Source: an optimization exercise on an open RTL-to-GDS flow (aim: small area and a short achievable clock period). Production flows keep margins and buffers that such runs may drop. Where RTL was checked, it was by simulation tests only, not by an equivalence proof against the original. Only the layout flow was run in run 10; the RTL was not checked for function there. No activity file was given, so power comes from the tool's default toggle rates.

**design.v**
```verilog
`timescale 1ns / 1ps
module sha256_pipe3 ( clk, state, state2, data, hash );
	input clk;
	input [255:0] state, state2;
	input [511:0] data;
	output reg [255:0] hash;
	localparam [31:0] K0 = 32'h428a2f98;
	localparam [31:0] K1 = 32'h71374491;
	localparam [31:0] K2 = 32'hb5c0fbcf;
	function [31:0] f_E0;
		input [31:0] x;
		f_E0 = {x[1:0],x[31:2]} ^ {x[12:0],x[31:13]} ^ {x[21:0],x[31:22]};
	endfunction
	function [31:0] f_E1;
		input [31:0] x;
		f_E1 = {x[5:0],x[31:6]} ^ {x[10:0],x[31:11]} ^ {x[24:0],x[31:25]};
	endfunction
	function [31:0] f_ch;
		input [31:0] x, y, z;
		f_ch = z ^ (x & (y ^ z));
	endfunction
	function [31:0] f_maj;
		input [31:0] x, y, z;
		f_maj = (x & y) | (z & (x | y));
	endfunction
	function [63:0] csa;
		input [31:0] x, y, z;
		begin
			csa[31:0]  = x ^ y ^ z;
			csa[63:32] = {((x[30:0] & y[30:0]) | (z[30:0] & (x[30:0] | y[30:0]))), 1'b0};
		end
	endfunction
	wire [31:0] i_a = state[31:0];
	wire [31:0] i_b = state[63:32];
	wire [31:0] i_c = state[95:64];
	wire [31:0] i_d = state[127:96];
	wire [31:0] i_e = state[159:128];
	wire [31:0] i_f = state[191:160];
	wire [31:0] i_g = state[223:192];
	wire [31:0] i_h = state[255:224];
	wire [31:0] w0 = data[31:0];
	wire [31:0] w1 = data[63:32];
	wire [31:0] w2 = data[95:64];
	wire [63:0] r0_p = csa(i_h, w0, K0);
	wire [63:0] r0_q = csa(r0_p[31:0], r0_p[63:32], f_ch(i_e, i_f, i_g));
	wire [63:0] r0_t = csa(r0_q[31:0], r0_q[63:32], f_E1(i_e));        
	wire [63:0] r0_e = csa(r0_t[31:0], r0_t[63:32], i_d);               
	wire [63:0] r0_u = csa(r0_t[31:0], f_E0(i_a), f_maj(i_a, i_b, i_c));
	wire [63:0] r0_a = csa(r0_u[31:0], r0_u[63:32], r0_t[63:32]);      
	reg [31:0] s1_a, s1_b, s1_c, s1_e, s1_f, s1_h1, s1_h2;
	reg [63:0] s1_e1, s1_a1;
	always @(posedge clk) begin
		s1_a  <= i_a;
		s1_b  <= i_b;
		s1_c  <= i_c;
		s1_e  <= i_e;
		s1_f  <= i_f;
		s1_e1 <= r0_e;
		s1_a1 <= r0_a;
		s1_h1 <= i_g + w1 + K1;
		s1_h2 <= i_f + w2 + K2;
	end
	reg [31:0] s2_a, s2_b, s2_c, s2_e, s2_f, s2_e1, s2_a1, s2_h1, s2_h2;
	always @(posedge clk) begin
		s2_a  <= s1_a;
		s2_b  <= s1_b;
		s2_c  <= s1_c;
		s2_e  <= s1_e;
		s2_f  <= s1_f;
		s2_e1 <= s1_e1[31:0] + s1_e1[63:32];
		s2_a1 <= s1_a1[31:0] + s1_a1[63:32];
		s2_h1 <= s1_h1;
		s2_h2 <= s1_h2;
	end
	wire [31:0] r1_ch = f_ch(s2_e1, s2_e, s2_f);
	wire [63:0] r1_p  = csa(s2_h1, s2_c, r1_ch);
	wire [63:0] r1_e  = csa(r1_p[31:0], r1_p[63:32], f_E1(s2_e1));
	wire [63:0] r1_q  = csa(s2_h1, r1_ch, f_maj(s2_a1, s2_a, s2_b));
	wire [63:0] r1_u  = csa(f_E1(s2_e1), f_E0(s2_a1), r1_q[31:0]);
	wire [63:0] r1_a  = csa(r1_u[31:0], r1_u[63:32], r1_q[63:32]);
	reg [31:0] s3_a, s3_b, s3_e, s3_e1, s3_a1, s3_h2;
	reg [63:0] s3_e2, s3_a2;
	always @(posedge clk) begin
		s3_a  <= s2_a;
		s3_b  <= s2_b;
		s3_e  <= s2_e;
		s3_e1 <= s2_e1;
		s3_a1 <= s2_a1;
		s3_h2 <= s2_h2;
		s3_e2 <= r1_e;
		s3_a2 <= r1_a;
	end
	reg [31:0] s4_a, s4_b, s4_e, s4_e1, s4_a1, s4_h2, s4_e2, s4_a2;
	always @(posedge clk) begin
		s4_a  <= s3_a;
		s4_b  <= s3_b;
		s4_e  <= s3_e;
		s4_e1 <= s3_e1;
		s4_a1 <= s3_a1;
		s4_h2 <= s3_h2;
		s4_e2 <= s3_e2[31:0] + s3_e2[63:32];
		s4_a2 <= s3_a2[31:0] + s3_a2[63:32];
	end
	wire [31:0] r2_ch = f_ch(s4_e2, s4_e1, s4_e);
	wire [63:0] r2_p  = csa(s4_h2, s4_b, r2_ch);
	wire [63:0] r2_e  = csa(r2_p[31:0], r2_p[63:32], f_E1(s4_e2));
	wire [63:0] r2_q  = csa(s4_h2, r2_ch, f_maj(s4_a2, s4_a1, s4_a));
	wire [63:0] r2_u  = csa(f_E1(s4_e2), f_E0(s4_a2), r2_q[31:0]);
	wire [63:0] r2_a  = csa(r2_u[31:0], r2_u[63:32], r2_q[63:32]);
	reg [31:0] s5_a, s5_e, s5_e1, s5_a1, s5_e2, s5_a2;
	reg [63:0] s5_e3, s5_a3;
	always @(posedge clk) begin
		s5_a  <= s4_a;
		s5_e  <= s4_e;
		s5_e1 <= s4_e1;
		s5_a1 <= s4_a1;
		s5_e2 <= s4_e2;
		s5_a2 <= s4_a2;
		s5_e3 <= r2_e;
		s5_a3 <= r2_a;
	end
	reg [31:0] s6_a, s6_e, s6_e1, s6_a1, s6_e2, s6_a2, s6_e3, s6_a3;
	always @(posedge clk) begin
		s6_a  <= s5_a;
		s6_e  <= s5_e;
		s6_e1 <= s5_e1;
		s6_a1 <= s5_a1;
		s6_e2 <= s5_e2;
		s6_a2 <= s5_a2;
		s6_e3 <= s5_e3[31:0] + s5_e3[63:32];
		s6_a3 <= s5_a3[31:0] + s5_a3[63:32];
	end
	reg [255:0] s7;
	always @(posedge clk)
		s7 <= {s6_e, s6_e1, s6_e2, s6_e3, s6_a, s6_a1, s6_a2, s6_a3};
	always @(posedge clk)
		hash <= s7;
endmodule
```
**run.sh**
```bash
#!/bin/bash
# synth_recipe.tcl (not shown) runs the flow's synth.tcl, then flattens the netlist and writes it again
# the make line also repeats each setting of config.mk as NAME=value (left out here)
make -C /OpenROAD-flow-scripts/flow DESIGN_CONFIG=/design/flow/config.mk WORK_HOME=/design/flow/orfs CLKGATE_MAP_FILE= SYNTH_SCRIPT=/design/flow/synth_recipe.tcl finish
```
**config.mk**
```make
export PLATFORM = sky130hd
export DESIGN_NAME = sha256_pipe3
export DESIGN_NICKNAME = sha256_pipe3
export VERILOG_FILES = /design/flow/design.v
export SDC_FILE = /design/flow/constraint.sdc
export NUM_CORES = 4
export LEC_CHECK = 0
export CAP_MARGIN = 20
export CORE_MARGIN = 2
export CORE_UTILIZATION = 40
export SETUP_SLACK_MARGIN = 1.7
export SLEW_MARGIN = 20
```
**constraint.sdc**
```tcl
create_clock -name core_clock -period 4.2 [get_ports {clk}]
set_input_delay 0.8400 -clock core_clock [delete_from_list [all_inputs] [get_ports {clk}]]
set_output_delay 0.8400 -clock core_clock [all_outputs]
set_load 0.01 [all_outputs]
```
==> results of run 1 <==
==> layout make-up <==
class	instances	area, µm²	share of cell area
Multi-Input combinational cell	2821	32600	0.317
Tap cell	2511	3140	0.0306
Inverter	845	3430	0.0334
Clock buffer	289	6040	0.0588
Sequential cell	2295	46500	0.453
Clock inverter	120	1770	0.0172
Timing Repair Buffer	1088	9210	0.0896
Antenna cell	33	82.6	0.000804
==> kinds of logic (layout without fill, tap and decap cells) <==
family,after synthesis,after routing,synth area share
other,0,33,0
multiplexers,85,85,0.0124
AND/OR/NAND/NOR,508,508,0.0313
flip-flops,2295,2295,0.598
adder cells (fa/ha/maj),868,868,0.177
AO/OA/AOI/OAI,630,630,0.0550
XOR/XNOR,730,730,0.0833
buffers and inverters,861,2342,0.0422
==> sequential cells by signal, summed over array words and instances (netlist names), 62 cells and up <==
signal  count
s5_e3      63
s3_e2      63
s3_a2      62
s1_e1      63
hash      256
s1_a1      62
s7        256
s5_a3      62
==> through the flow <==
stage          setup WS, ns  TNS (ns)  area (µm²)
3_5_place_dp        -0.0306   -0.0413       88800
6_report               1.45         0      103000
5_1_grt                1.39         0      103000
3_3_place_gp        -0.0253   -0.0459       88800
2_1_floorplan         0.936         0       78700
4_1_cts                1.40         0      101000
==> routing by layer <==
layer  routed length, µm  part of all wire
met5                  89           0.00036
met4               12300             0.050
met3               14500             0.059
met2              105000              0.43
met1              114000              0.46
==> critical path, cell delays in order <==
cell and delay [ns]:
buf_6 0.07, buf_8 0.11, inv_8 0.03, ha_4 0.24, inv_2 0.04, ha_4 0.16, fa_2 0.37, a21oi_4 0.18
nor2_2 0.06, o31a_1 0.28, o21ai_2 0.14, buf_6 0.14, o211ai_1 0.08, buf_4 0.17, a41oi_4 0.22, buf_4 0.17
buf_6 0.08, xnor2_1 0.12
==> synthesized netlist by cell type (5+ instances only) <==
cell,count
clkbuf_1,11
nor2_1,191
a21oi_1,215
a2111oi_0,5
o21ai_1,15
o31a_1,6
nand4_1,14
a21o_1,87
a31oi_1,10
o21bai_1,20
a31o_2,5
nand2_1,105
a211oi_1,23
nand2b_1,30
nor2b_1,29
a211o_1,7
o21ai_0,100
mux2i_1,6
dfxtp_1,2295
and3_1,21
nand3_1,46
or3_1,7
o21a_1,33
inv_1,845
and2_1,10
a21oi_2,7
o211ai_1,9
mux2_2,78
nor3_1,25
a31o_1,6
fa_1,409
xor2_1,240
ha_1,335
xnor2_1,490
maj3_1,124
==> what timing repair did <==
action,in CTS,in global routing
resized for setup,1446,489
pin swaps,377,334
gates cloned,0,0
setup buffers,250,106
endpoints found under the setup margin,576,185
hold buffers,0,0
endpoints found under the hold margin,0,0
==> cell usage in the layout, fill, tap and decap left out, drive strengths merged, types with 46 or more instances in the layout <==
cell / n
dfxtp: 2295
inv: 853
buf: 557
xnor2: 490
fa: 409
clkbuf: 341
ha: 335
dlygate4sd2: 296
xor2: 240
a21oi: 224
nor2: 193
clkdlybuf4s50: 156
maj3: 124
o21ai: 117
nand2: 105
a21o: 87
mux2: 79
clkinv: 67
nand3: 46
==> power groups by stage <==
stage | clock network [W] | logic, W | registers [W]
6_report | 0.0207 | 0.0532 | 0.0356
3_3_place_gp | 0 | 0.0444 | 0.0369
4_1_cts | 0.0210 | 0.0502 | 0.0361
2_1_floorplan | 0 | 0.0297 | 0.0342
5_1_grt | 0.0220 | 0.0587 | 0.0362
3_5_place_dp | 0 | 0.0450 | 0.0371
==> worst min path at each step <==
stage	cells after the start	end
5_1_grt	1	s1_f[23]
2_1_floorplan	0	hash[0]
4_1_cts	1	s1_f[9]
3_3_place_gp	0	s2_b[30]
6_report	1	s1_f[23]
3_5_place_dp	0	hash[150]
==> flow_summary.ini, run 1 <==
[outcome]
status = no timing/DRC/antenna violations

[pwr]
p_total_w = 0.109
powerDensity_nw_per_um2 = 1070
p_leak_nw = 45.0
pwr-share-comb = 0.486
switching_power_w = 0.0424
p_int_w = 0.0671
p_clk_frac = 0.189
seq_power_share = 0.325
peakVddDrop_uv = 510
swShare = 0.387

[synthesis]
ys_ff_latch = 2295
yosys_most_used_dff = dfxtp_1
async_reset_ff_frac = 0
synth_area_per_cell_um2 = 12.8
synth_edf_count = 0
seq_area_frac_synth = 0.598
netlist_area_um2 = 76800
synth.distinct_cells = 93
synth_area_leaders = dfxtp_1, fa_1, xnor2_1
synth_cells = 5977
synth_top_area_cell = dfxtp_1
syn-num-nets = 7746
synth_top_area_frac = 0.598
ys_warn_count = 1

[grt]
grt_usage = 0.247
gr-max-usage-layer = met2
gr-usage-met1 = 0.346
overflow = 0
antenna_found_initial = 56
grt_pass1_wl_um = 337000
grt_pass1_vias = 46130
grt_max_degree = 19
use_met3 = 0.0456
grtUsageMet2 = 0.370

[sta]
finalMaxSlewViolations = 0
fin_crit_ns = 2.75
worstMarginPinSlew_ns = 0.805
fin_skew_ns = 0.0607
fmax_mhz = 364
setup_viol = 0
rsz0062_at_grt = true
finalHoldViolCount = 0
fin_hold_ws_ns = 0.137
fin_crit_sh = 0.655
max_slew_margin = 0.459

[floorplan]
row_count = 160
start_util = 0.403
dieArea_um2 = 195000
die_y_um = 442
fp.coreArea_um2 = 190000
fp.dieW_um = 442
io_pins = 1281

[hold_path]
min_from = state[183]
hp-class = in -> reg

[worst_setup_path]
endpoint_kind = register
critical_path_class = in -> reg
regToRegEndpoint = s6_a3[28]
rr_startpoint = s5_a3[2]
startpoint = state[161]
r2r_slack_ns = 1.46
critPathArrivalTime_ns = 3.54
endpoint = s1_h2[27]
start_kind = input pin
r2r_cells = 12
cp_max_fo = 3
cp.required_ns = 4.99

[clock_network]
cts_buffers = 217
cts.htree.levels = 4
cts_buffer_depth = 3
clock_latency_ns = 0.90
clock_tree.root_cell = clkbuf_16
cts_sinks = 2295
path_clk_slew_ns = 0.06
cts_tree = yes

[detailed_routing]
routedWlPerCell_um = 24.6
wirelength_um = 246000
drt_iter0_drc = 2975
first_pass_iters = 5
viasPerCell = 4.54
drtAntennaViolNets = 0
dr_total_vias = 45377
drcViolationCount = 0

[placement]
placed_cells = 9204
place.gp.congestion = 0.953
place_hpwl_um = 199000
numPortBuffers = 608

[final_layout]
nNetsFinal = 9037
layout-drive-gt1-share = 0.287
area_growth_pct = 33.7
fillers = 16052
utilization = 0.539
stdcell_count = 10002

[run]
max-cap-violations = 0
==> run 2: changes to the inputs <==
--- a/config.mk
+++ b/config.mk
@@ -8,5 +8,4 @@
 export CAP_MARGIN = 20
 export CORE_MARGIN = 2
 export CORE_UTILIZATION = 40
-export SETUP_SLACK_MARGIN = 1.7
 export SLEW_MARGIN = 20
==> flow_summary.ini, run 2 <==
[grt]
grt_max_degree = 20
overflow = 0
grt_pass1_vias = 44476
antenna_found_initial = 71
grt_pass1_wl_um = 328000
grt_usage = 0.240

[pwr]
swShare = 0.389
p_leak_nw = 41.8
p_clk_frac = 0.205
peakVddDrop_uv = 537
pwr-share-comb = 0.436
seq_power_share = 0.358
p_total_w = 0.102
powerDensity_nw_per_um2 = 1070
switching_power_w = 0.0396
p_int_w = 0.0623

[synthesis]
synth_area_leaders = dfxtp_1, fa_1, xnor2_1
synth_top_family_by_area = adder cells
synth_top_area_cell = dfxtp_1
synth.distinct_cells = 93
synth_xor_area_frac = 0.0833
ys_warn_count = 1
synth_top_area_frac = 0.598
seq_area_frac_synth = 0.598
yosys_most_used_dff = dfxtp_1
async_reset_ff_frac = 0
synthSimpleGateAreaFrac = 0.0313
synth_cells = 5977
yosys-top-cells-count = dfxtp_1, inv_1, xnor2_1
netlist_area_um2 = 76800
synth_area_per_cell_um2 = 12.8
synthMostInstantiatedCell = dfxtp_1
synth_edf_count = 0
ys_ff_latch = 2295
synth_compound_area_frac = 0.0550
syn-num-nets = 7746
synth.area.mux_share = 0.0124
synth_fa_ha_area_frac = 0.177

[final_layout]
stdcell_count = 9699
layout-drive-gt1-share = 0.0964
area_growth_pct = 24.2
largestRegisters = hash x256, s7 x256
mostFrequentLayoutCell = dfxtp_1
nNetsFinal = 8733
fillers = 16754
layout_common_cells = dfxtp_1, inv_1, clkdlybuf4s50_1

[worst_setup_path]
cp.required_ns = 4.99
crit_slowest_cell = clkdlybuf4s50_1
endpoint_kind = register
cp_max_fo = 3
crit_chain = clkdlybuf4s50_1, inv_1, ha_1, inv_1, ha_1, fa_1, a21oi_1, nor2_1, o31a_1, o21ai_2, buf_4, o211ai_1, a41oi_1, buf_4, o21ai_1, a21oi_1, xnor2_1
critPathArrivalTime_ns = 4.74
start_kind = input pin
critical_path_class = in -> reg
max_stage_delay_ns = 0.52

[sta]
setup_viol = 0
fin_ws_ns = 0.251
fin_crit_sh = 0.940
rsz0062_at_grt = false
finalMaxSlewViolations = 0
fin_skew_ns = 0.0496
max_slew_margin = 0.316
finalHoldViolCount = 0
worstMarginPinSlew_ns = 1.02
fmax_mhz = 253
fin_crit_ns = 3.95

[floorplan]
fp.coreArea_um2 = 190000
dieArea_um2 = 195000
io_pins = 1281
fp.dieW_um = 442
row_count = 160
start_util = 0.403
die_y_um = 442

[clock_network]
post-cts-setup-buffers = 0
cts_sinks = 2295
cts_buffer_depth = 3
cts_resized = 0
path_clk_slew_ns = 0.06
cts_tree = yes
cts_buffers = 215
cts.htree.levels = 4
clock_latency_ns = 0.89
hold_buffers = 0
clock_tree.root_cell = clkbuf_16

[detailed_routing]
wirelength_um = 238000
first_pass_iters = 5
viasPerCell = 4.51
drtAntennaViolNets = 0
drcViolationCount = 0
drt_iter0_drc = 3132
dr_total_vias = 43756
routedWlPerCell_um = 24.5

[placement]
placed_cells = 9258
place_ws_ns = -0.849
place_hpwl_um = 199000
numPortBuffers = 608
place.gp.congestion = 0.948

[hold_path]
hp-class = reg -> reg

[outcome]
status = no timing/DRC/antenna violations

[run]
max-cap-violations = 0
run 2: cell counts after synthesis:
No cell type changed its count.
run 2: layer usage:
metal	track usage	share of wire
met3	0.0412	0.064
met2	0.359	0.42
met5	0	0.00034
met4	0.0884	0.037
met1	0.348	0.48
run 2: power groups by stage:
stage | clock (W) | combinational (W) | sequential, W
after floorplan | 0 | 0.0290 | 0.0342
after global placement | 0 | 0.0438 | 0.0369
after detailed placement | 0 | 0.0446 | 0.0370
after CTS | 0.0213 | 0.0448 | 0.0365
after global routing | 0.0222 | 0.0500 | 0.0371
final | 0.0209 | 0.0445 | 0.0365
run 2: worst max-delay path: cells and delay by family:
kind | cells | cell delay, ns
AOI/OAI and AO/OA | 7 | 1.73
buffers and inverters | 5 | 0.98
adders and majority gates | 3 | 0.94
xor gates and xnor gates | 1 | 0.13
and+or+nand+nor | 1 | 0.10
run 2: logic make-up (layout without fill, tap and decap cells):
kind of cell / count (synthesis) / after routing
flip-flops: 2295 / 2295
multiplexers: 85 / 85
other: 0 / 34
AO/OA/AOI/OAI: 630 / 630
buffers and inverters: 861 / 2038
XOR/XNOR: 730 / 730
adder cells (fa/ha/maj): 868 / 868
AND/OR/NAND/NOR: 508 / 508
run 2: cell type report:
class / instances / area (µm²) / area share
antenna: 34 / 85.1 / 0.000892
clock buffer: 275 / 5960 / 0.0625
clock inverter: 132 / 1980 / 0.0208
inverter: 845 / 3170 / 0.0333
multi-input combinational: 2821 / 27600 / 0.289
sequential: 2295 / 45900 / 0.482
tap: 2511 / 3140 / 0.0329
timing repair buffer: 786 / 7470 / 0.0784
run 2: path summary, 6_finish.rpt:
check                   from   endpoint  slack, ns  cells past startpoint
hold / removal     s1_h2[14]  s2_h2[14]       0.30                      0
hold reg to reg    s1_h2[14]  s2_h2[14]       0.30                      0
setup / recovery  state[161]  s1_h2[29]       0.25                     17
setup reg to reg    s1_e1[1]  s2_e1[29]       0.93                     10
run 2: through the flow:
step           TNS [ns]   util  instance area (µm²)  hold WS [ns]
3_3_place_gp      -6.09  0.459                87300         0.310
4_1_cts               0  0.500                95300         0.286
3_5_place_dp      -6.28  0.459                87300         0.312
5_1_grt               0  0.500                95300         0.295
2_1_floorplan         0      -                76800         0.310
6_report              0  0.501                95400         0.298
==> run 3: changes to the inputs <==
--- a/config.mk
+++ b/config.mk
@@ -7,5 +7,7 @@
 export LEC_CHECK = 0
 export CAP_MARGIN = 20
 export CORE_MARGIN = 2
-export CORE_UTILIZATION = 40
+export CORE_UTILIZATION = 65
+export PLACE_DENSITY = 0.75
+export SETUP_SLACK_MARGIN = 1.8
 export SLEW_MARGIN = 20
==> flow_summary.ini, run 3 <==
[synthesis]
synth_edf_count = 0
yosys_most_used_dff = dfxtp_1
synthMostInstantiatedCell = dfxtp_1
synth.distinct_cells = 93
synth_area_leaders = dfxtp_1, fa_1, xnor2_1
seq_area_frac_synth = 0.598
netlist_area_um2 = 76800
yosys-top-cells-count = dfxtp_1, inv_1, xnor2_1
synth_top_area_frac = 0.598
synth_top_area_cell = dfxtp_1
async_reset_ff_frac = 0
synth_cells = 5977
ys_warn_count = 1
synth_area_per_cell_um2 = 12.8
syn-num-nets = 7746
ys_ff_latch = 2295

[outcome]
error_line = [ERROR PPL-0024] Number of IO pins (1281) exceeds maximum number of available positions (1256). Increase the die perimeter from 1390.80um to 1742.16um.
failed_stage = I/O pin placement
status = aborted with a tool error

[floorplan]
die_y_um = 348
row_count = 126
start_util = 0.653
fp.dieW_um = 348
run 3: cell counts after synthesis:
Identical to the previous run, type by type.
run 3: cell families after synthesis:
logic type,after synthesis,synth area share
buffers and inverters,861,0.0422
xor gates and xnor gates,730,0.0833
AOI/OAI and AO/OA,630,0.0550
DFF,2295,0.598
adders and majority gates,868,0.177
and+or+nand+nor,508,0.0313
muxes,85,0.0124
==> run 4: changes to the inputs <==
--- a/config.mk
+++ b/config.mk
@@ -8,6 +8,9 @@
 export CAP_MARGIN = 20
 export CORE_MARGIN = 2
 export CORE_UTILIZATION = 65
+export CTS_BUF_LIST = sky130_fd_sc_hd__clkbuf_8 sky130_fd_sc_hd__clkbuf_4
+export CTS_CLUSTER_DIAMETER = 60
+export CTS_CLUSTER_SIZE = 30
 export PLACE_DENSITY = 0.75
 export SETUP_SLACK_MARGIN = 1.8
 export SLEW_MARGIN = 20
==> flow_summary.ini, run 4 <==
[outcome]
status = aborted with a tool error
error_line = [ERROR PPL-0024] Number of IO pins (1281) exceeds maximum number of available positions (1256). Increase the die perimeter from 1390.80um to 1742.16um.
failed_stage = I/O pin placement

[synthesis]
synth_area_per_cell_um2 = 12.8
ys_warn_count = 1
synth_top_area_frac = 0.598
synth_edf_count = 0
seq_area_frac_synth = 0.598
yosys_most_used_dff = dfxtp_1
synth_area_leaders = dfxtp_1, fa_1, xnor2_1
syn-num-nets = 7746
synthMostInstantiatedCell = dfxtp_1
synth_cells = 5977
synth.distinct_cells = 93
ys_ff_latch = 2295
synth_top_area_cell = dfxtp_1
yosys-top-cells-count = dfxtp_1, inv_1, xnor2_1
async_reset_ff_frac = 0
netlist_area_um2 = 76800

[floorplan]
start_util = 0.653
row_count = 126
fp.dieW_um = 348
die_y_um = 348
-- run 4: cell counts after synthesis --
No cell type changed its count.
-- run 4: cell families after synthesis --
family,Yosys count,synth area share
flops,2295,0.598
fa+ha+maj,868,0.177
buf+inv,861,0.0422
xor+xnor,730,0.0833
compound gates,630,0.0550
simple gates,508,0.0313
mux,85,0.0124
==> run 5: changes to the inputs <==
==> flow/run.sh (new file) <==
#!/bin/bash
# Standard ORFS flow (standard.sh) with two changes:
#  - synthesis maps the logic with a delay-driven ABC script (flow/map.abc) and does not
#    pre-map adders to full/half-adder cells; registers and names are as in the standard synthesis
#  - port buffers are sky130_fd_sc_hd__buf_2
set -euo pipefail
W=$(pwd)
{
  echo 'proc abc {args} {'
  echo '  set i [lsearch $args -script]'
  echo '  if {$i >= 0} { set args [lreplace $args $i [expr {$i+1}]] }'
  echo "  yosys abc {*}\$args -script $W/flow/map.abc"
  echo '}'
  cat synth_recipe.tcl
} > my_synth.tcl
sed -e "s#SYNTH_SCRIPT=[^ ]*#SYNTH_SCRIPT=$W/my_synth.tcl ADDER_MAP_FILE=#" standard.sh > my_standard.sh
export BUFFER_PORTS_ARGS="-buffer_cell sky130_fd_sc_hd__buf_2"
bash my_standard.sh > flow_make.log 2>&1
==> flow/map.abc (new file) <==
strash
dch
map -D 1200
buffer -p
upsize -D 1200
dnsize -D 1200
==> standard.sh (new file) <==
#!/bin/bash
# synth_recipe.tcl (not shown) runs the flow's synth.tcl, then flattens the netlist and writes it again
# the make line also repeats each setting of config.mk as NAME=value (left out here)
make -C /OpenROAD-flow-scripts/flow DESIGN_CONFIG=/design/flow/config.mk WORK_HOME=/design/flow/orfs CLKGATE_MAP_FILE= SYNTH_SCRIPT=/design/flow/synth_recipe.tcl "${@:-finish}"
==> config.mk (replaced) <==
export PLATFORM = sky130hd
export DESIGN_NAME = sha256_pipe3
export DESIGN_NICKNAME = sha256_pipe3
export VERILOG_FILES = /design/flow/design.v
export SDC_FILE = /design/flow/constraint.sdc
export NUM_CORES = 4
export LEC_CHECK = 0
export CAP_MARGIN = 20
export CORE_MARGIN = 2
export CORE_UTILIZATION = 40
export CTS_BUF_LIST = sky130_fd_sc_hd__clkbuf_8
export CTS_CLUSTER_DIAMETER = 45
export CTS_CLUSTER_SIZE = 20
export SETUP_SLACK_MARGIN = 1.8
export SLEW_MARGIN = 20
removed: run.sh
==> flow_summary.ini, run 5 <==
[sta]
finalMaxSlewViolations = 0
fmax_mhz = 404
max_slew_margin = 0.272
fin_skew_ns = 0.0750
worstMarginPinSlew_ns = 1.08
fin_crit_ns = 2.47
final.setup.tns_ns = 0
rsz0062_at_grt = true
setup_viol = 0
finalHoldViolCount = 0
fin_crit_sh = 0.589
fin_hold_ws_ns = 0.0967

[final_layout]
multi_input_area_um2 = 37200
layout_common_cells = dfxtp_1, nand2_1, nor2_1
regArea_um2 = 46200
largestRegisters = hash x256, s7 x256
nNetsFinal = 11828
mostFrequentLayoutCell = dfxtp_1
fillers = 20401
layout-drive-gt1-share = 0.159
area_growth_pct = 18.1

[detailed_routing]
routedWlPerCell_um = 27.0
drcViolationCount = 0
drt_iter0_drc = 6062
viasPerCell = 4.98
wirelength_um = 374000
dr_total_vias = 69016
drtAntennaViolNets = 0
first_pass_iters = 6

[placement]
place.gp.congestion = 1.09
place_hpwl_um = 321000
numPortBuffers = 608

[synthesis]
yosys_most_used_dff = dfxtp_1
ys_ff_latch = 2295
yosys-top-cells-count = dfxtp_1, nand2_1, nor2_1
synth_top_area_frac = 0.537
synthMostInstantiatedCell = dfxtp_1
async_reset_ff_frac = 0
syn-num-nets = 10859
synth_area_per_cell_um2 = 8.70
synth_area_leaders = dfxtp_1, nand2_1, nor2_1
seq_area_frac_synth = 0.537
synth.distinct_cells = 76
synth_cells = 9834
synth_edf_count = 0
ys_warn_count = 1
synth_top_area_cell = dfxtp_1
netlist_area_um2 = 85600

[pwr]
peakVddDrop_uv = 560
powerDensity_nw_per_um2 = 1040
p_leak_nw = 47.9

[floorplan]
fp.coreArea_um2 = 213000
dieArea_um2 = 218000
die_y_um = 467
fp.dieW_um = 467
row_count = 169
io_pins = 1281
start_util = 0.403

[clock_network]
cts_buffer_depth = 3
cts_buffers = 205
clock_tree.root_cell = clkbuf_8
clock_latency_ns = 1.08
cts.htree.levels = 4
cts_tree = yes
path_clk_slew_ns = 0.11
cts_sinks = 2295

[worst_setup_path]
r2r_cells = 7
max_stage_delay_ns = 0.51
critPathArrivalTime_ns = 3.37
crit_chain = dlygate4sd3_1, buf_2, inv_1, xor2_2, nand3b_1, o2bb2ai_1, nand2_1, nand3_1, a21oi_1
path_depth = 9
cp_max_fo = 4
cp.required_ns = 5.10
endpoint_kind = register
critPathBufInv = 3
critPathTopFamily = buffers and inverters
crit_slowest_cell = dlygate4sd3_1
critical_path_class = in -> reg
start_kind = input pin

[grt]
grt_pass1_vias = 64512
overflow = 0
grt_usage = 0.335
grt_pass1_wl_um = 500000
grt_max_degree = 21
antenna_found_initial = 130

[hold_path]
min_path_cells = 1
hp-class = in -> reg

[outcome]
status = no timing/DRC/antenna violations

[run]
max-cap-violations = 0
==> run 5: timing repair <==
item | in CTS | in global routing
endpoints found under the hold margin | 119 | 0
pin swaps | 7 | 5
setup buffers | 15 | 8
hold buffers | 105 | 0
resized for setup | 406 | 211
endpoints found under the setup margin | 418 | 331
==> run 5: through the flow <==
step / setup WS [ns] / total power, W / area [µm²] / instances / util
after floorplan: 1.86 / 0.0669 / 85600 / 9834 / -
after global placement: 0.629 / 0.0871 / 92400 / 13289 / 0.435
after detailed placement: 0.736 / 0.0874 / 92400 / 13289 / 0.435
after CTS: 1.70 / 0.104 / 100000 / 13771 / 0.470
after global routing: 1.73 / 0.111 / 101000 / 13814 / 0.475
final: 1.73 / 0.105 / 101000 / 13862 / 0.476
==> run 5: cell families after synthesis <==
family                     synth area share
adders and majority gates           0.00282
buffers and inverters                0.0422
DFF                                   0.537
muxes                              0.000468
and+or+nand+nor                       0.209
xor gates and xnor gates              0.107
AOI/OAI and AO/OA                     0.102
==> run 5: final timing paths <==
path	from	end	slack [ns]
worst min-delay path	state[142]	s1_e[14]	0.1
worst max-delay path	state[0]	s1_a1[52]	1.73
worst min register to register	s6_a3[11]	s7[11]	0.30
worst max register to register	s2_a1[0]	s3_a2[43]	1.78
==> run 5: layout make-up <==
| cell class | instances | area share |
|---|---|---|
| Sequential cell | 2295 | 0.457 |
| Timing Repair Buffer | 772 | 0.0542 |
| Inverter | 943 | 0.0352 |
| Antenna cell | 83 | 0.00206 |
| Clock inverter | 149 | 0.0196 |
| Multi-Input combinational cell | 6586 | 0.368 |
| Clock buffer | 213 | 0.0290 |
| Tap cell | 2821 | 0.0349 |
==> run 5: where the power goes <==
part / total [W] / switching (W) / internal [W] / leakage (nW)
logic: 0.0542 / 0.0341 / 0.0201 / 26.1
registers: 0.0362 / 0.00582 / 0.0304 / 19.4
clock network: 0.0148 / 0.00873 / 0.00603 / 2.46
total: 0.105 / 0.0486 / 0.0565 / 47.9
==> run 5: per-layer routing <==
metal,up-vias,GRT usage,share of wire
met5,-,0,0.00043
met4,24,0.225,0.076
met3,680,0.0618,0.063
met2,2687,0.535,0.45
met1,32082,0.412,0.41
li1,33543,-,-
==> run 5: worst reg2reg max path, stage by stage (launching register included) <==
cell and delay [ns]:
dfxtp_1 0.53, inv_1 0.34, xor2_1 0.26, or2_2 0.30, nand2_1 0.08, xor2_1 0.25, nand2_1 0.08, a21oi_1 0.40
==> run 6: changes to the inputs <==
==> flow/map.abc (replaced) <==
strash
dch
map -D 1500
buffer -p
upsize -D 1500
dnsize -D 1500
==> flow_summary.ini, run 6 <==
[sta]
rsz0062_at_grt = true
fin_hold_ws_ns = 0.0966
finalMaxSlewViolations = 0
final.setup.tns_ns = 0
max_slew_margin = 0.262
fmax_mhz = 390
finalHoldViolCount = 0
fin_crit_ns = 2.56
fin_crit_sh = 0.610
fin_skew_ns = 0.0677
worstMarginPinSlew_ns = 1.10
setup_viol = 0

[grt]
antenna_found_initial = 112
grt_usage = 0.284
grt_max_degree = 21
overflow = 0
grt_pass1_vias = 57284
grt_pass1_wl_um = 407000

[final_layout]
area_growth_pct = 23.7
largestRegisters = hash x256, s7 x256
nNetsFinal = 11054
mostFrequentLayoutCell = dfxtp_1
layout_common_cells = dfxtp_1, nand2_1, nor2_1
layout-drive-gt1-share = 0.209

[clock_network]
cts_tree = yes
clock_tree.root_cell = clkbuf_8
cts_sinks = 2295
cts.htree.levels = 4
path_clk_slew_ns = 0.11
clock_latency_ns = 1.06
cts_buffer_depth = 3
cts_buffers = 217

[floorplan]
dieArea_um2 = 205000
start_util = 0.403
io_pins = 1281
row_count = 164
fp.dieW_um = 452
fp.coreArea_um2 = 200000
die_y_um = 452

[placement]
place.gp.congestion = 0.984
place_hpwl_um = 250000
numPortBuffers = 608

[detailed_routing]
viasPerCell = 4.65
first_pass_iters = 5
routedWlPerCell_um = 23.2
drcViolationCount = 0
wirelength_um = 299000
drt_iter0_drc = 4162
drtAntennaViolNets = 0
dr_total_vias = 60095

[pwr]
peakVddDrop_uv = 494
switching_power_w = 0.0462
p_total_w = 0.104
p_clk_frac = 0.150
pwr-share-comb = 0.497
swShare = 0.445
seq_power_share = 0.353
powerDensity_nw_per_um2 = 1040
p_leak_nw = 46.2
p_int_w = 0.0576

[run]
max-cap-violations = 0

[synthesis]
synth_top_family_by_area = simple AND/OR/NAND/NOR gates
ys_ff_latch = 2295
synth_compound_area_frac = 0.0711
syn-num-nets = 9869
synth.area.mux_share = 0.00926
synth_top_area_cell = dfxtp_1
async_reset_ff_frac = 0
synth.distinct_cells = 66
synthMostInstantiatedCell = dfxtp_1
synth_cells = 8844
yosys-top-cells-count = dfxtp_1, nand2_1, nor2_1
seq_area_frac_synth = 0.571
synth_area_per_cell_um2 = 9.09
synth_area_leaders = dfxtp_1, nand2_1, xor2_1
synth_fa_ha_area_frac = 0.00847
synth_edf_count = 0
netlist_area_um2 = 80400
synth_top_area_frac = 0.571
synth_xor_area_frac = 0.121
ys_warn_count = 1
synthSimpleGateAreaFrac = 0.176
yosys_most_used_dff = dfxtp_1

[worst_setup_path]
critPathBufInv = 1
crit_chain = nand2_2, inv_1, nor2_4, nand3_2, o211ai_4, a21oi_4, o31ai_4, nand4_1, o311a_4, o41ai_4, xor2_1
endpoint_kind = register
crit_slowest_cell = o311a_4
max_stage_delay_ns = 0.48
cp.required_ns = 5.15
critPathArrivalTime_ns = 3.51
critical_path_class = reg -> reg
cp_max_fo = 3
critPathTopFamily = compound AO/OA/AOI/OAI gates
start_kind = register

[outcome]
status = no timing/DRC/antenna violations

[hold_path]
hp-class = in -> reg
-- run 6: power groups by stage --
stage / clock [W] / combinational, W / sequential (W)
final: 0.0155 / 0.0516 / 0.0367
after global routing: 0.0167 / 0.0566 / 0.0372
after CTS: 0.0158 / 0.0493 / 0.0364
after detailed placement: 0 / 0.0461 / 0.0366
after global placement: 0 / 0.0456 / 0.0365
after floorplan: 0 / 0.0322 / 0.0337
-- run 6: final cells by class --
cell class / instances / area, µm²
flip-flops and latches: 2295 / 46300
fillers: 18584 / 100000
inverters: 901 / 3410
well taps: 2656 / 3320
repair buffers: 967 / 7170
multi-input cells: 5647 / 33700
clock buffers: 224 / 3080
diodes: 73 / 183
clock inverters: 167 / 2240
-- run 6: kinds of logic after synthesis --
| group | count (synthesis) |
|---|---|
| adder cells (fa/ha/maj) | 68 |
| AND/OR/NAND/NOR | 3429 |
| AO/OA/AOI/OAI | 981 |
| multiplexers | 68 |
| XOR/XNOR | 1101 |
| flip-flops | 2295 |
| buffers and inverters | 902 |
-- run 6: worst reg2reg max path: stages, from the launching register on --
cell and delay [ns]:
dfxtp_1 0.35, nand2_2 0.11, inv_1 0.08, nor2_4 0.13, nand3_2 0.11, o211ai_4 0.12, a21oi_4 0.12, o31ai_4 0.28
nand4_1 0.22, o311a_4 0.48, o41ai_4 0.27, xor2_1 0.20
-- run 6: worst paths after layout --
| path | cells past startpoint | start | slack [ns] | end |
|---|---|---|---|---|
| worst min register to register | 0 | s1_f[22] | 0.28 | s2_f[22] |
| worst max register to register | 11 | s3_a2[36] | 1.64 | s4_a2[28] |
| worst max-delay path | 11 | s3_a2[36] | 1.64 | s4_a2[28] |
| worst min-delay path | 1 | state[11] | 0.1 | s1_a[11] |
-- run 6: metal layers --
metal | GRT usage | part of all wire | vias up
met5 | 0 | 0.00064 | -
met4 | 0.135 | 0.052 | 30
met3 | 0.0442 | 0.058 | 486
met2 | 0.464 | 0.45 | 1935
met1 | 0.369 | 0.44 | 27360
li1 | - | - | 30284
-- run 6: what timing repair did --
action                                 CTS  global route
setup endpoints to repair              412           349
endpoints found under the hold margin  193             0
gates resized for setup                492           410
hold buffers                           166             0
buffers inserted                        59            72
pin swaps                               68           127
-- run 6: stage by stage --
stage | setup slack [ns] | cells | area [µm²] | utilization
finish | 1.64 | 12930 | 99500 | 0.498
global route | 1.50 | 12885 | 99300 | 0.498
CTS | 1.64 | 12785 | 97100 | 0.487
detailed placement | 0.491 | 12169 | 87700 | 0.439
global placement | 0.475 | 12169 | 87700 | 0.439
floorplan | 1.64 | 8844 | 80900 | -
==> run 7: changes to the inputs <==
--- a/config.mk
+++ b/config.mk
@@ -8,8 +8,8 @@
 export CAP_MARGIN = 20
 export CORE_MARGIN = 2
 export CORE_UTILIZATION = 40
-export CTS_BUF_LIST = sky130_fd_sc_hd__clkbuf_8
-export CTS_CLUSTER_DIAMETER = 45
-export CTS_CLUSTER_SIZE = 20
-export SETUP_SLACK_MARGIN = 1.8
+export CTS_BUF_LIST = sky130_fd_sc_hd__clkbuf_16
+export CTS_CLUSTER_DIAMETER = 50
+export CTS_CLUSTER_SIZE = 30
+export SETUP_SLACK_MARGIN = 2.0
 export SLEW_MARGIN = 20
==> flow_summary.ini, run 7 <==
[pwr]
p_clk_frac = 0.166
switching_power_w = 0.0478
powerDensity_nw_per_um2 = 1070
pwr-share-comb = 0.504
peakVddDrop_uv = 623
p_leak_nw = 47.7
seq_power_share = 0.330
p_total_w = 0.111
swShare = 0.431
p_int_w = 0.0632

[clock_network]
clock_latency_ns = 0.87
cts_buffers = 173
path_clk_slew_ns = 0.10
cts_sinks = 2295
clock_tree.root_cell = clkbuf_16
cts_buffer_depth = 3
cts_tree = yes
cts.htree.levels = 4

[worst_setup_path]
critPathBufInv = 15
crit_slowest_cell = dfxtp_4
r2r_cells = 18
r2r_slack_ns = 1.63
critPathTopFamily = buffers and inverters
start_kind = register
crit_chain = nor2_4, o21ai_4, buf_4, buf_6, buf_6, buf_4, buf_6, buf_6, buf_4, buf_4, buf_4, buf_4, buf_6, buf_6, buf_6, buf_6, buf_6, xor2_1
cp_common_cell = buf_6
critPathArrivalTime_ns = 3.35
cp.required_ns = 4.97
rr_startpoint = s3_a2[35]
critical_path_class = reg -> reg
regToRegEndpoint = s4_a2[4]
cp_max_fo = 2
endpoint_kind = register
max_stage_delay_ns = 0.37

[sta]
fin_crit_ns = 2.57
fin_crit_sh = 0.613
final.setup.tns_ns = 0
finalMaxSlewViolations = 0
max_slew_margin = 0.367
finalHoldViolCount = 0
rsz0062_at_grt = true
fmax_mhz = 388
worstMarginPinSlew_ns = 0.941
setup_viol = 0
fin_skew_ns = 0.0503

[detailed_routing]
dr_total_vias = 60400
routedWlPerCell_um = 23.2
drcViolationCount = 0
first_pass_iters = 5
wirelength_um = 300000
drt_iter0_drc = 4155
drtAntennaViolNets = 0
viasPerCell = 4.67

[final_layout]
area_growth_pct = 29.0
stdcell_count = 12925
multi_input_area_um2 = 36400
layout_common_cells = dfxtp_1, nand2_1, inv_1
fillers = 17905
largestRegisters = hash x256, s7 x256
nNetsFinal = 11044
layout-drive-gt1-share = 0.265
regArea_um2 = 46400
mostFrequentLayoutCell = dfxtp_1

[synthesis]
netlist_area_um2 = 80400
syn-num-nets = 9869
yosys-top-cells-count = dfxtp_1, nand2_1, nor2_1
seq_area_frac_synth = 0.571
synth_area_leaders = dfxtp_1, nand2_1, xor2_1
yosys_most_used_dff = dfxtp_1
synth_top_area_frac = 0.571
async_reset_ff_frac = 0
ys_warn_count = 1
synth_cells = 8844
synth.distinct_cells = 66
ys_ff_latch = 2295
synth_area_per_cell_um2 = 9.09
synthMostInstantiatedCell = dfxtp_1
synth_edf_count = 0
synth_top_area_cell = dfxtp_1

[grt]
antenna_found_initial = 150
grt_pass1_wl_um = 405000
overflow = 0
grt_pass1_vias = 56732
grt_max_degree = 31
grt_usage = 0.283

[floorplan]
fp.dieW_um = 452
start_util = 0.403
io_pins = 1281
row_count = 164
dieArea_um2 = 205000
fp.coreArea_um2 = 200000
die_y_um = 452

[placement]
place.gp.congestion = 0.989
placed_cells = 12170
place_hpwl_um = 250000
numPortBuffers = 608

[hold_path]
min_from = state[36]
min_path_cells = 1
hp-class = in -> reg
whs_endpoint = s1_b[4]

[outcome]
status = no timing/DRC/antenna violations

[run]
max-cap-violations = 0
[run 7: cell counts after synthesis]
No cell type changed its count.
[run 7: power groups by stage]
stage	clock network [W]	registers, W	logic [W]
2_1_floorplan	0	0.0337	0.0323
3_5_place_dp	0	0.0365	0.0461
3_3_place_gp	0	0.0364	0.0456
4_1_cts	0.0187	0.0364	0.0520
5_1_grt	0.0196	0.0372	0.0609
6_report	0.0184	0.0367	0.0559
[run 7: worst max path at each step]
stage | from | end | slack (ns) | depth (start not counted)
after CTS | s5_a3[34] | s6_a3[29] | 1.71 | 12
after floorplan | state[248] | s1_a1[24] | 1.64 | 13
after global placement | state[177] | s1_h2[31] | 0.47 | 11
after detailed placement | state[180] | s1_h2[22] | 0.51 | 11
after global routing | s3_a2[5] | s4_a2[28] | 1.55 | 11
final | s3_a2[35] | s4_a2[4] | 1.63 | 18
[run 7: metrics by stage]
stage          hold WS (ns)  setup WS [ns]  utilization  instance area [µm²]
6_report             0.0900           1.63        0.520               104000
5_1_grt              0.0455           1.55        0.519               104000
4_1_cts              0.0249           1.71        0.499                99600
3_5_place_dp          0.312          0.505        0.441                88000
3_3_place_gp          0.310          0.469        0.441                88000
2_1_floorplan         0.310           1.64            -                81200
[run 7: area by class of cell]
| type | count | area share |
|---|---|---|
| flip-flops and latches | 2295 | 0.447 |
| multi-input cells | 5647 | 0.351 |
| repair buffers | 1001 | 0.0705 |
| clock buffers | 175 | 0.0422 |
| inverters | 901 | 0.0331 |
| well taps | 2656 | 0.0320 |
| clock inverters | 147 | 0.0215 |
| diodes | 103 | 0.00248 |
[run 7: routing by layer]
| metal | global-route usage | part of all wire | vias up |
|---|---|---|---|
| met1 | 0.364 | 0.43 | 27622 |
| met2 | 0.455 | 0.45 | 1881 |
| met4 | 0.151 | 0.063 | 66 |
| li1 | - | - | 30238 |
| met5 | 0 | 0.0014 | - |
| met3 | 0.0476 | 0.061 | 593 |
[run 7: kinds of logic after synthesis]
logic type	Yosys count	share of synthesized area
adder cells (fa/ha/maj)	68	0.00847
AND/OR/NAND/NOR	3429	0.176
XOR/XNOR	1101	0.121
buffers and inverters	902	0.0421
flip-flops	2295	0.571
multiplexers	68	0.00926
AO/OA/AOI/OAI	981	0.0711
[run 7: what timing repair did]
action	CTS	global route
endpoints found under the hold margin	0	0
resized for setup	867	664
endpoints found under the setup margin	478	363
gates cloned	0	0
setup buffers	181	149
pin swaps	173	238
hold buffers	0	0
==> run 8: changes to the inputs <==
--- a/flow/run.sh
+++ b/flow/run.sh
@@ -13,6 +13,6 @@
   echo '}'
   cat synth_recipe.tcl
 } > my_synth.tcl
-sed -e "s#SYNTH_SCRIPT=[^ ]*#SYNTH_SCRIPT=$W/my_synth.tcl ADDER_MAP_FILE=#" standard.sh > my_standard.sh
+sed -e "s#SYNTH_SCRIPT=[^ ]*#SYNTH_SCRIPT=$W/my_synth.tcl ADDER_MAP_FILE= MATCH_CELL_FOOTPRINT=0#" standard.sh > my_standard.sh
 export BUFFER_PORTS_ARGS="-buffer_cell sky130_fd_sc_hd__buf_2"
 bash my_standard.sh > flow_make.log 2>&1
--- a/config.mk
+++ b/config.mk
@@ -8,8 +8,8 @@
 export CAP_MARGIN = 20
 export CORE_MARGIN = 2
 export CORE_UTILIZATION = 40
-export CTS_BUF_LIST = sky130_fd_sc_hd__clkbuf_16
-export CTS_CLUSTER_DIAMETER = 50
-export CTS_CLUSTER_SIZE = 30
-export SETUP_SLACK_MARGIN = 2.0
+export CTS_BUF_LIST = sky130_fd_sc_hd__clkbuf_8
+export CTS_CLUSTER_DIAMETER = 45
+export CTS_CLUSTER_SIZE = 20
+export SETUP_SLACK_MARGIN = 1.9
 export SLEW_MARGIN = 20
==> flow_summary.ini, run 8 <==
[outcome]
status = no timing/DRC/antenna violations

[sta]
finalHoldViolCount = 0
fin_crit_sh = 0.597
fin_ws_ns = 1.69
fin_skew_ns = 0.0663
fin_crit_ns = 2.51
final.setup.tns_ns = 0
worstMarginPinSlew_ns = 0.996
finalMaxSlewViolations = 0
max_slew_margin = 0.331
fmax_mhz = 399
rsz0062_at_grt = true
fin_hold_ws_ns = 0.0938
setup_viol = 0

[grt]
overflow = 0
grt_pass1_wl_um = 402000
grt_pass1_vias = 56895
grt_usage = 0.280
antenna_found_initial = 129
grt_max_degree = 21

[final_layout]
area_growth_pct = 25.3
utilization = 0.504
layout-drive-gt1-share = 0.229
mostFrequentLayoutCell = dfxtp_1
layout_common_cells = dfxtp_1, nand2_1, nor2_1
nNetsFinal = 11100
largestRegisters = hash x256, s7 x256
fillers = 18449

[placement]
place_ws_ns = 0.578
numPortBuffers = 608
place.gp.congestion = 0.970
place_hpwl_um = 246000

[floorplan]
start_util = 0.403
fp.coreArea_um2 = 200000
dieArea_um2 = 205000
io_pins = 1281
die_y_um = 452
fp.dieW_um = 452
row_count = 164

[detailed_routing]
drt_iter0_drc = 4439
routedWlPerCell_um = 22.8
viasPerCell = 4.66
first_pass_iters = 6
drcViolationCount = 0
wirelength_um = 295000
drtAntennaViolNets = 0
dr_total_vias = 60370

[clock_network]
cts_tree = yes
cts_buffer_depth = 3
clock_tree.root_cell = clkbuf_8
path_clk_slew_ns = 0.11
cts_sinks = 2295
cts_buffers = 220
clock_latency_ns = 1.04
cts.htree.levels = 4

[worst_setup_path]
r2r_slack_ns = 1.69
r2r_cells = 13
endpoint_kind = register
endpoint = s6_a3[29]
critPathTopFamily = compound AO/OA/AOI/OAI gates
max_stage_delay_ns = 0.36
crit_slowest_cell = dfxtp_2
startpoint = s5_a3[35]
critPathArrivalTime_ns = 3.40
regToRegEndpoint = s6_a3[29]
cp_max_fo = 3
critical_path_class = reg -> reg
critPathBufInv = 1
rr_startpoint = s5_a3[35]
crit_chain = nand2_2, inv_2, nor3_2, nand2_1, o211ai_1, a21oi_2, o31ai_2, nand2_1, o211ai_1, nand2_2, a21oi_4, a31oi_1, xnor2_1
cp.required_ns = 5.09
start_kind = register
path_depth = 13

[synthesis]
yosys_most_used_dff = dfxtp_1
netlist_area_um2 = 80400
synth_top_area_cell = dfxtp_1
yosys-top-cells-count = dfxtp_1, nand2_1, nor2_1
synthMostInstantiatedCell = dfxtp_1
synth.distinct_cells = 66
ys_ff_latch = 2295
synth_edf_count = 0
synth_area_leaders = dfxtp_1, nand2_1, xor2_1
synth_top_area_frac = 0.571
async_reset_ff_frac = 0
syn-num-nets = 9869
seq_area_frac_synth = 0.571
synth_cells = 8844
ys_warn_count = 1
synth_area_per_cell_um2 = 9.09

[run]
max-cap-violations = 0

[pwr]
p_leak_nw = 46.7
peakVddDrop_uv = 603
powerDensity_nw_per_um2 = 1050
p_total_w = 0.105

[hold_path]
hp-class = in -> reg
==> run 8: how the worst min path moves through the flow <==
stage	from	endpoint	slack (ns)	cells past startpoint
6_report	state[29]	s1_a[29]	0.09	1
5_1_grt	state[29]	s1_a[29]	0.04	1
4_1_cts	state[29]	s1_a[29]	0.0006	1
3_5_place_dp	s7[101]	hash[101]	0.31	0
3_3_place_gp	s7[126]	hash[126]	0.31	0
2_1_floorplan	s7[0]	hash[0]	0.31	0
==> run 8: worst reg2reg max path, delay by kind of cell (launching register included) <==
kind            cells  cell delay (ns)
flops               1             0.36
buf+inv             1             0.05
compound gates      6             1.17
simple gates        5             0.63
xor+xnor            1             0.16
==> run 8: layer usage <==
metal  track usage  vias to the layer above  share of wire
met2         0.454                     2107           0.45
met5             0                        -        0.00067
li1              -                    30351              -
met1         0.368                    27374           0.44
met4         0.124                       30          0.051
met3        0.0436                      508          0.062
==> run 8: logic make-up after synthesis <==
group                      Yosys count  share of synthesized area
AOI/OAI and AO/OA                  981                     0.0711
xor gates and xnor gates          1101                      0.121
adders and majority gates           68                    0.00847
buffers and inverters              902                     0.0421
DFF                               2295                      0.571
muxes                               68                    0.00926
and+or+nand+nor                   3429                      0.176
==> run 8: what timing repair did <==
action                                  4_1_cts  5_1_grt
gates resized for setup                     657      433
hold buffers                                154        0
hold endpoints to repair                    177        0
pin swaps                                   130      149
endpoints found under the setup margin      471      446
buffers inserted                            110       88
==> run 8: layout make-up <==
| type | instances | area [µm²] | area share |
|---|---|---|---|
| diodes | 53 | 133 | 0.00132 |
| multi-input cells | 5647 | 34700 | 0.344 |
| repair buffers | 1010 | 7550 | 0.0750 |
| well taps | 2656 | 3320 | 0.0330 |
| flip-flops and latches | 2295 | 46400 | 0.460 |
| clock buffers | 230 | 3170 | 0.0314 |
| clock inverters | 173 | 2070 | 0.0206 |
| inverters | 901 | 3440 | 0.0342 |
==> run 8: through the flow <==
stage / instance area [µm²] / instances
floorplan: 81100 / 8844
global placement: 87900 / 12157
detailed placement: 87900 / 12157
CTS: 98100 / 12824
global route: 101000 / 12929
finish: 101000 / 12965
==> run 8: power breakdown <==
group | internal [W] | switching, W | total, W
clock | 0.00636 | 0.00895 | 0.0153
sequential | 0.0306 | 0.00601 | 0.0366
combinational | 0.0219 | 0.0315 | 0.0534
==> run 9: changes to the inputs <==
==> flow/map.abc (replaced) <==
strash
dch
map -D 1200
buffer -p
upsize -D 1200
dnsize -D 1200
==> flow_summary.ini, run 9 <==
[synthesis]
yosys-top-cells-count = dfxtp_1, nand2_1, nor2_1
synthMostInstantiatedCell = dfxtp_1
synth_cells = 9834
synth_area_per_cell_um2 = 8.70
synth_area_leaders = dfxtp_1, nand2_1, nor2_1
synth.distinct_cells = 76
async_reset_ff_frac = 0
ys_ff_latch = 2295
netlist_area_um2 = 85600
synth_top_area_cell = dfxtp_1
seq_area_frac_synth = 0.537
yosys_most_used_dff = dfxtp_1
ys_warn_count = 1
synth_edf_count = 0
synth_top_area_frac = 0.537
syn-num-nets = 10859

[pwr]
p_leak_nw = 48.5
p_total_w = 0.107
peakVddDrop_uv = 541
powerDensity_nw_per_um2 = 1040

[outcome]
status = no timing/DRC/antenna violations

[floorplan]
fp.coreArea_um2 = 213000
io_pins = 1281
die_y_um = 467
fp.dieW_um = 467
start_util = 0.403
dieArea_um2 = 218000
row_count = 169

[final_layout]
nNetsFinal = 11894
layout-drive-gt1-share = 0.174
stdcell_area_um2 = 103000
mostFrequentLayoutCell = dfxtp_1
regArea_um2 = 46200
fillers = 20389
area_growth_pct = 19.7
multi_input_area_um2 = 37700
largestRegisters = hash x256, s7 x256
layout_common_cells = dfxtp_1, nand2_1, nor2_1

[clock_network]
clock_latency_ns = 1.07
cts.htree.levels = 4
cts_buffers = 220
clock_tree.root_cell = clkbuf_8
cts_sinks = 2295
cts_tree = yes
path_clk_slew_ns = 0.09
cts_buffer_depth = 3

[worst_setup_path]
critPathTopFamily = simple AND/OR/NAND/NOR gates
critPathBufInv = 1
critical_path_class = in -> reg
critPathArrivalTime_ns = 3.47
cp_common_cell = nand2_1
cp_max_fo = 4
r2r_cells = 8
crit_slowest_cell = a21oi_1
rr_startpoint = s2_e1[25]
crit_chain = buf_2, nor2_1, or2_2, nand2_1, nand2_1, nand2_1, o21bai_1, a21oi_1, nor2_1, nor2_1, nand2_1, o21ai_0, nand2_1
endpoint_kind = register
start_kind = input pin
regToRegEndpoint = s3_a2[26]
max_stage_delay_ns = 0.52
cp.required_ns = 5.11
r2r_slack_ns = 1.88

[sta]
fin_hold_ws_ns = 0.114
setup_viol = 0
fin_ws_ns = 1.64
final.setup.tns_ns = 0
fin_crit_ns = 2.56
rsz0062_at_grt = true
max_slew_margin = 0.312
fin_skew_ns = 0.0672
finalHoldViolCount = 0
worstMarginPinSlew_ns = 1.02
fmax_mhz = 390
fin_crit_sh = 0.610
finalMaxSlewViolations = 0

[placement]
placed_cell_area_um2 = 92500
numPortBuffers = 608
place_hpwl_um = 317000
place.gp.congestion = 1.07
place_ws_ns = 0.700

[grt]
grt_max_degree = 21
overflow = 0
antenna_found_initial = 142
grt_pass1_vias = 64961
grt_usage = 0.333
grt_pass1_wl_um = 497000

[hold_path]
min_path_cells = 1
min_from = state[135]
hp-class = in -> reg
whs_endpoint = s1_e[7]

[detailed_routing]
drtAntennaViolNets = 0
first_pass_iters = 6
drt_iter0_drc = 5604
drcViolationCount = 0
wirelength_um = 372000
viasPerCell = 4.96
dr_total_vias = 69249
routedWlPerCell_um = 26.6

[run]
max-cap-violations = 0
[run 9: timing repair]
item / CTS / global route
pin swaps: 17 / 28
hold endpoints to repair: 146 / 0
endpoints found under the setup margin: 451 / 436
hold buffers: 127 / 0
setup buffers: 28 / 23
gates resized for setup: 401 / 330
[run 9: kinds of logic (layout without fill, tap and decap cells)]
family	Yosys count	in the layout	synth area share
AOI/OAI and AO/OA	1401	1401	0.102
xor gates and xnor gates	943	943	0.107
adders and majority gates	24	24	0.00282
buffers and inverters	953	2167	0.0422
DFF	2295	2295	0.537
muxes	4	4	0.000468
other	0	95	0
and+or+nand+nor	4214	4214	0.209
[run 9: layer usage]
metal	wire length [µm]	vias up	track usage
met5	237	-	0.00176
met4	32800	38	0.256
met3	22700	719	0.0575
met2	164000	2621	0.526
met1	152000	32127	0.404
li1	-	33744	-
[run 9: worst reg2reg max path: stages (launching register included)]
cell,delay [ns]
dfxtp_2,0.52
inv_1,0.21
nor2_1,0.19
nor2_1,0.07
nand2_1,0.17
nand2_1,0.13
xor2_1,0.18
a21boi_1,0.30
xnor3_1,0.43
[run 9: worst max-delay path by stage]
stage,to,from,slack [ns],cells past startpoint
after floorplan,s1_a1[15],state[142],1.88,11
after global placement,s1_e1[23],state[181],0.72,11
after detailed placement,s1_a1[21],state[149],0.70,11
after CTS,hash[70],hash[70],1.63,1
after global routing,hash[70],hash[70],1.69,1
final,s1_h2[29],state[179],1.64,13
[run 9: cell type report]
class / count / share of cell area
tap: 2821 / 0.0344
antenna: 95 / 0.00232
inverter: 943 / 0.0347
timing repair buffer: 823 / 0.0590
sequential: 2295 / 0.451
clock inverter: 174 / 0.0204
multi-input combinational: 6586 / 0.368
clock buffer: 227 / 0.0305
[run 9: power by group]
group          internal [W]  total [W]  switching (W)
sequential           0.0304     0.0361        0.00576
clock               0.00625     0.0153        0.00908
combinational        0.0209     0.0553         0.0344
total                0.0575      0.107         0.0492
[run 9: metrics by stage]
step | utilization | cells
floorplan | - | 9834
global placement | 0.435 | 13290
detailed placement | 0.435 | 13290
CTS | 0.475 | 13846
global route | 0.482 | 13915
finish | 0.482 | 13964
==> run 10: changes to the inputs <==
--- a/design.v
+++ b/design.v
@@ -41,14 +41,18 @@
 	wire [31:0] w0 = data[31:0];
 	wire [31:0] w1 = data[63:32];
 	wire [31:0] w2 = data[95:64];
-	wire [63:0] r0_p = csa(i_h, w0, K0);
-	wire [63:0] r0_q = csa(r0_p[31:0], r0_p[63:32], f_ch(i_e, i_f, i_g));
-	wire [63:0] r0_t = csa(r0_q[31:0], r0_q[63:32], f_E1(i_e));        
-	wire [63:0] r0_e = csa(r0_t[31:0], r0_t[63:32], i_d);               
-	wire [63:0] r0_u = csa(r0_t[31:0], f_E0(i_a), f_maj(i_a, i_b, i_c));
-	wire [63:0] r0_a = csa(r0_u[31:0], r0_u[63:32], r0_t[63:32]);      
-	reg [31:0] s1_a, s1_b, s1_c, s1_e, s1_f, s1_h1, s1_h2;
-	reg [63:0] s1_e1, s1_a1;
+	wire [31:0] r0_ch = f_ch(i_e, i_f, i_g);
+	wire [31:0] r0_s1 = f_E1(i_e);
+	wire [63:0] r0_p  = csa(i_h, w0, K0);                          
+	wire [63:0] r0_pd = csa(r0_p[31:0], r0_p[63:32], i_d);
+	wire [63:0] r0_q  = csa(r0_pd[31:0], r0_pd[63:32], r0_ch);
+	wire [63:0] r0_e  = csa(r0_q[31:0], r0_q[63:32], r0_s1);      
+	wire [63:0] r0_v  = csa(r0_p[31:0], r0_p[63:32], r0_ch);
+	wire [63:0] r0_w  = csa(f_maj(i_a, i_b, i_c), r0_s1, f_E0(i_a));
+	wire [63:0] r0_x  = csa(r0_v[31:0], r0_v[63:32], r0_w[31:0]);
+	wire [63:0] r0_a  = csa(r0_x[31:0], r0_x[63:32], r0_w[63:32]);  
+	reg [31:0] s1_a, s1_b, s1_c, s1_e, s1_f;
+	reg [63:0] s1_e1, s1_a1, s1_h1, s1_h2;
 	always @(posedge clk) begin
 		s1_a  <= i_a;
 		s1_b  <= i_b;
@@ -57,8 +61,8 @@
 		s1_f  <= i_f;
 		s1_e1 <= r0_e;
 		s1_a1 <= r0_a;
-		s1_h1 <= i_g + w1 + K1;
-		s1_h2 <= i_f + w2 + K2;
+		s1_h1 <= csa(i_g, w1, K1);
+		s1_h2 <= csa(i_f, w2, K2);
 	end
 	reg [31:0] s2_a, s2_b, s2_c, s2_e, s2_f, s2_e1, s2_a1, s2_h1, s2_h2;
 	always @(posedge clk) begin
@@ -69,8 +73,8 @@
 		s2_f  <= s1_f;
 		s2_e1 <= s1_e1[31:0] + s1_e1[63:32];
 		s2_a1 <= s1_a1[31:0] + s1_a1[63:32];
-		s2_h1 <= s1_h1;
-		s2_h2 <= s1_h2;
+		s2_h1 <= s1_h1[31:0] + s1_h1[63:32];
+		s2_h2 <= s1_h2[31:0] + s1_h2[63:32];
 	end
 	wire [31:0] r1_ch = f_ch(s2_e1, s2_e, s2_f);
 	wire [63:0] r1_p  = csa(s2_h1, s2_c, r1_ch);
==> run.sh (new file) <==
#!/bin/bash
# synth_recipe.tcl (not shown) runs the flow's synth.tcl, then flattens the netlist and writes it again
# the make line also repeats each setting of config.mk as NAME=value (left out here)
make -C /OpenROAD-flow-scripts/flow DESIGN_CONFIG=/design/flow/config.mk WORK_HOME=/design/flow/orfs CLKGATE_MAP_FILE= SYNTH_SCRIPT=/design/flow/synth_recipe.tcl finish
--- a/config.mk
+++ b/config.mk
@@ -8,8 +8,5 @@
 export CAP_MARGIN = 20
 export CORE_MARGIN = 2
 export CORE_UTILIZATION = 40
-export CTS_BUF_LIST = sky130_fd_sc_hd__clkbuf_8
-export CTS_CLUSTER_DIAMETER = 45
-export CTS_CLUSTER_SIZE = 20
-export SETUP_SLACK_MARGIN = 1.9
+export SETUP_SLACK_MARGIN = 1.7
 export SLEW_MARGIN = 20
removed: flow/run.sh
removed: flow/map.abc
removed: standard.sh
==> flow_summary.ini, run 10 <==
[outcome]
status = no timing/DRC/antenna violations

[synthesis]
synth_fa_ha_area_frac = 0.183
synthSimpleGateAreaFrac = 0.0285
synth_top_family_by_area = adder cells
seq_area_frac_synth = 0.586
syn-num-nets = 8329
yosys-top-cells-count = dfxtp_1, inv_1, fa_1
synth_top_area_frac = 0.586
synth_cells = 6442
ys_ff_latch = 2357
synth_edf_count = 0
synth_xor_area_frac = 0.0674
ys_warn_count = 1
netlist_area_um2 = 80600
synth_area_per_cell_um2 = 12.5
synth.area.mux_share = 0.0106
yosys_most_used_dff = dfxtp_1
synth_top_area_cell = dfxtp_1
synthMostInstantiatedCell = dfxtp_1
async_reset_ff_frac = 0
synth.distinct_cells = 84
synth_compound_area_frac = 0.0682
synth_area_leaders = dfxtp_1, fa_1, xnor2_1

[detailed_routing]
drtAntennaViolNets = 0
routedWlPerCell_um = 24.9
drt_iter0_drc = 3322
viasPerCell = 4.53
dr_total_vias = 47281
first_pass_iters = 5
wirelength_um = 260000
drcViolationCount = 0

[clock_network]
hold_buffers = 0
cts_buffer_depth = 3
clock_tree.root_cell = clkbuf_16
cts_sinks = 2357
cts_tree = yes
clock_latency_ns = 0.91
cts_buffers = 228
cts.htree.levels = 4
path_clk_slew_ns = 0.07

[grt]
grt_pass1_wl_um = 356000
overflow = 0
grt_pass1_vias = 48234
grt_usage = 0.250
antenna_found_initial = 85
grt_max_degree = 20

[worst_setup_path]
critPathTopFamily = compound AO/OA/AOI/OAI gates
critPathBufInv = 1
cp.required_ns = 4.92
crit_slowest_cell = fa_2
crit_chain = ha_4, fa_2, a21oi_2, o21ai_2, a31o_1, a31o_4, a221oi_4, buf_6, o311ai_4, a31oi_4, o21bai_1, xor2_1
cp_max_fo = 4
start_kind = register
critical_path_class = reg -> reg
critPathArrivalTime_ns = 3.58
endpoint_kind = register
max_stage_delay_ns = 0.37

[sta]
fin_hold_ws_ns = 0.158
fin_ws_ns = 1.33
finalMaxSlewViolations = 0
fin_crit_sh = 0.682
fmax_mhz = 349
max_slew_margin = 0.397
rsz0062_at_grt = true
worstMarginPinSlew_ns = 0.882
fin_crit_ns = 2.87
fin_skew_ns = 0.0887
setup_viol = 0
finalHoldViolCount = 0

[placement]
placed_cell_area_um2 = 92300
placed_cells = 9729
place.gp.congestion = 0.922
place_ws_ns = -0.101
numPortBuffers = 608
place_hpwl_um = 213000

[pwr]
p_int_w = 0.0657
p_clk_frac = 0.199
switching_power_w = 0.0424
pwr-share-comb = 0.458
swShare = 0.392
peakVddDrop_uv = 594
p_leak_nw = 47.9
seq_power_share = 0.343
powerDensity_nw_per_um2 = 1020

[floorplan]
fp.dieW_um = 453
die_y_um = 453
row_count = 164
io_pins = 1281
start_util = 0.403
fp.coreArea_um2 = 200000
dieArea_um2 = 205000

[final_layout]
stdcell_count = 10427
utilization = 0.529
stdcell_area_um2 = 106000
layout-drive-gt1-share = 0.208
layout_common_cells = dfxtp_1, inv_1, fa_1
nNetsFinal = 9430
largestRegisters = hash x256, s7 x256
area_growth_pct = 31.3
mostFrequentLayoutCell = dfxtp_1

[run]
max-cap-violations = 0

[hold_path]
hp-class = in -> reg
## run 10: worst register-to-register path, delay by kind of cell, from the launching register on
kind / cells / cell delay [ns]
buffers and inverters: 1 / 0.18
XOR/XNOR: 1 / 0.15
adder cells (fa/ha/maj): 2 / 0.55
flip-flops: 1 / 0.33
AO/OA/AOI/OAI: 8 / 1.55
## run 10: per-layer routing
layer / GRT usage / part of all wire / wire length, µm
met1: 0.359 / 0.47 / 122000
met2: 0.380 / 0.43 / 112000
met3: 0.0403 / 0.057 / 14800
met4: 0.0905 / 0.040 / 10500
met5: 0 / 0.00069 / 180
## run 10: final cells by class
cell class              instances  area (µm²)
well taps                    2656        3320
inverters                    1090        4240
clock inverters               131        1740
multi-input cells            2876       33200
repair buffers                990        9300
clock buffers                 303        6410
flip-flops and latches       2357       47500
fillers                     17135       94300
diodes                         24        60.1
## run 10: power groups by stage
stage / logic (W) / clock network [W] / registers [W]
2_1_floorplan: 0.0284 / 0 / 0.0343
3_3_place_gp: 0.0442 / 0 / 0.0372
3_5_place_dp: 0.0449 / 0 / 0.0373
4_1_cts: 0.0475 / 0.0218 / 0.0371
5_1_grt: 0.0545 / 0.0228 / 0.0376
6_report: 0.0495 / 0.0215 / 0.0370
## run 10: cells by family (layout without fill, tap and decap cells)
family | count (synthesis) | count (layout)
muxes | 85 | 85
AOI/OAI and AO/OA | 827 | 827
xor gates and xnor gates | 620 | 620
other | 0 | 24
adders and majority gates | 868 | 868
and+or+nand+nor | 476 | 476
buffers and inverters | 1209 | 2514
DFF | 2357 | 2357
## run 10: per-stage QoR
step                      total power, W  setup TNS, ns
final                              0.108              0
after CTS                          0.106              0
after global placement            0.0814         -0.157
after floorplan                   0.0627              0
after global routing               0.115              0
after detailed placement          0.0822         -0.162
## run 10: repair_timing
action / 4_1_cts / 5_1_grt
setup buffers: 154 / 86
endpoints found under the setup margin: 566 / 193
pin swaps: 241 / 233
gates resized for setup: 1058 / 351
## run 10: final timing paths
check,depth (start not counted),from,endpoint,slack [ns]
worst max-delay path,12,s1_h1[33],s2_h1[27],1.33
worst min-delay path,1,state[50],s1_b[18],0.16
worst max register to register,12,s1_h1[33],s2_h1[27],1.33
worst min register to register,0,s1_f[12],s2_f[12],0.25

re-timing with driven ports:
The results above use ideal ports. As a check the final layouts listed here were re-extracted and re-timed, cells and wires unchanged.
Step 1: set_driving_cell puts a clkbuf_16 on clk and a buf_2 on each other input, an assumption about the parent block.
Step 2 times the ports against the registers' clock, not the clock port: input delays grow and output delays shrink by t, the midpoint of the rising clock arrivals with the driver on.
Three values: no drivers, after step 1, after step 2; two values: the first two.
run | t (ns) | setup slack, ns
run 1 | 0.948 | 1.451 / 1.459 / 0.530
run 2 | 0.940 | 0.251 / 0.303 / -0.637
run 5 | 1.128 | 1.726 / 1.663 / 0.535
run 6 | 1.107 | 1.637 / 1.637 / 0.620
run 7 | 0.930 | 1.625 / 1.625 / 1.011
run 8 | 1.085 | 1.694 / 1.694 / 0.831
run 9 | 1.126 | 1.638 / 1.697 / 0.584
run 10 | 0.946 | 1.334 / 1.334 / 0.666
With both steps, setup timing fails in run 2, where it was met with ideal ports.
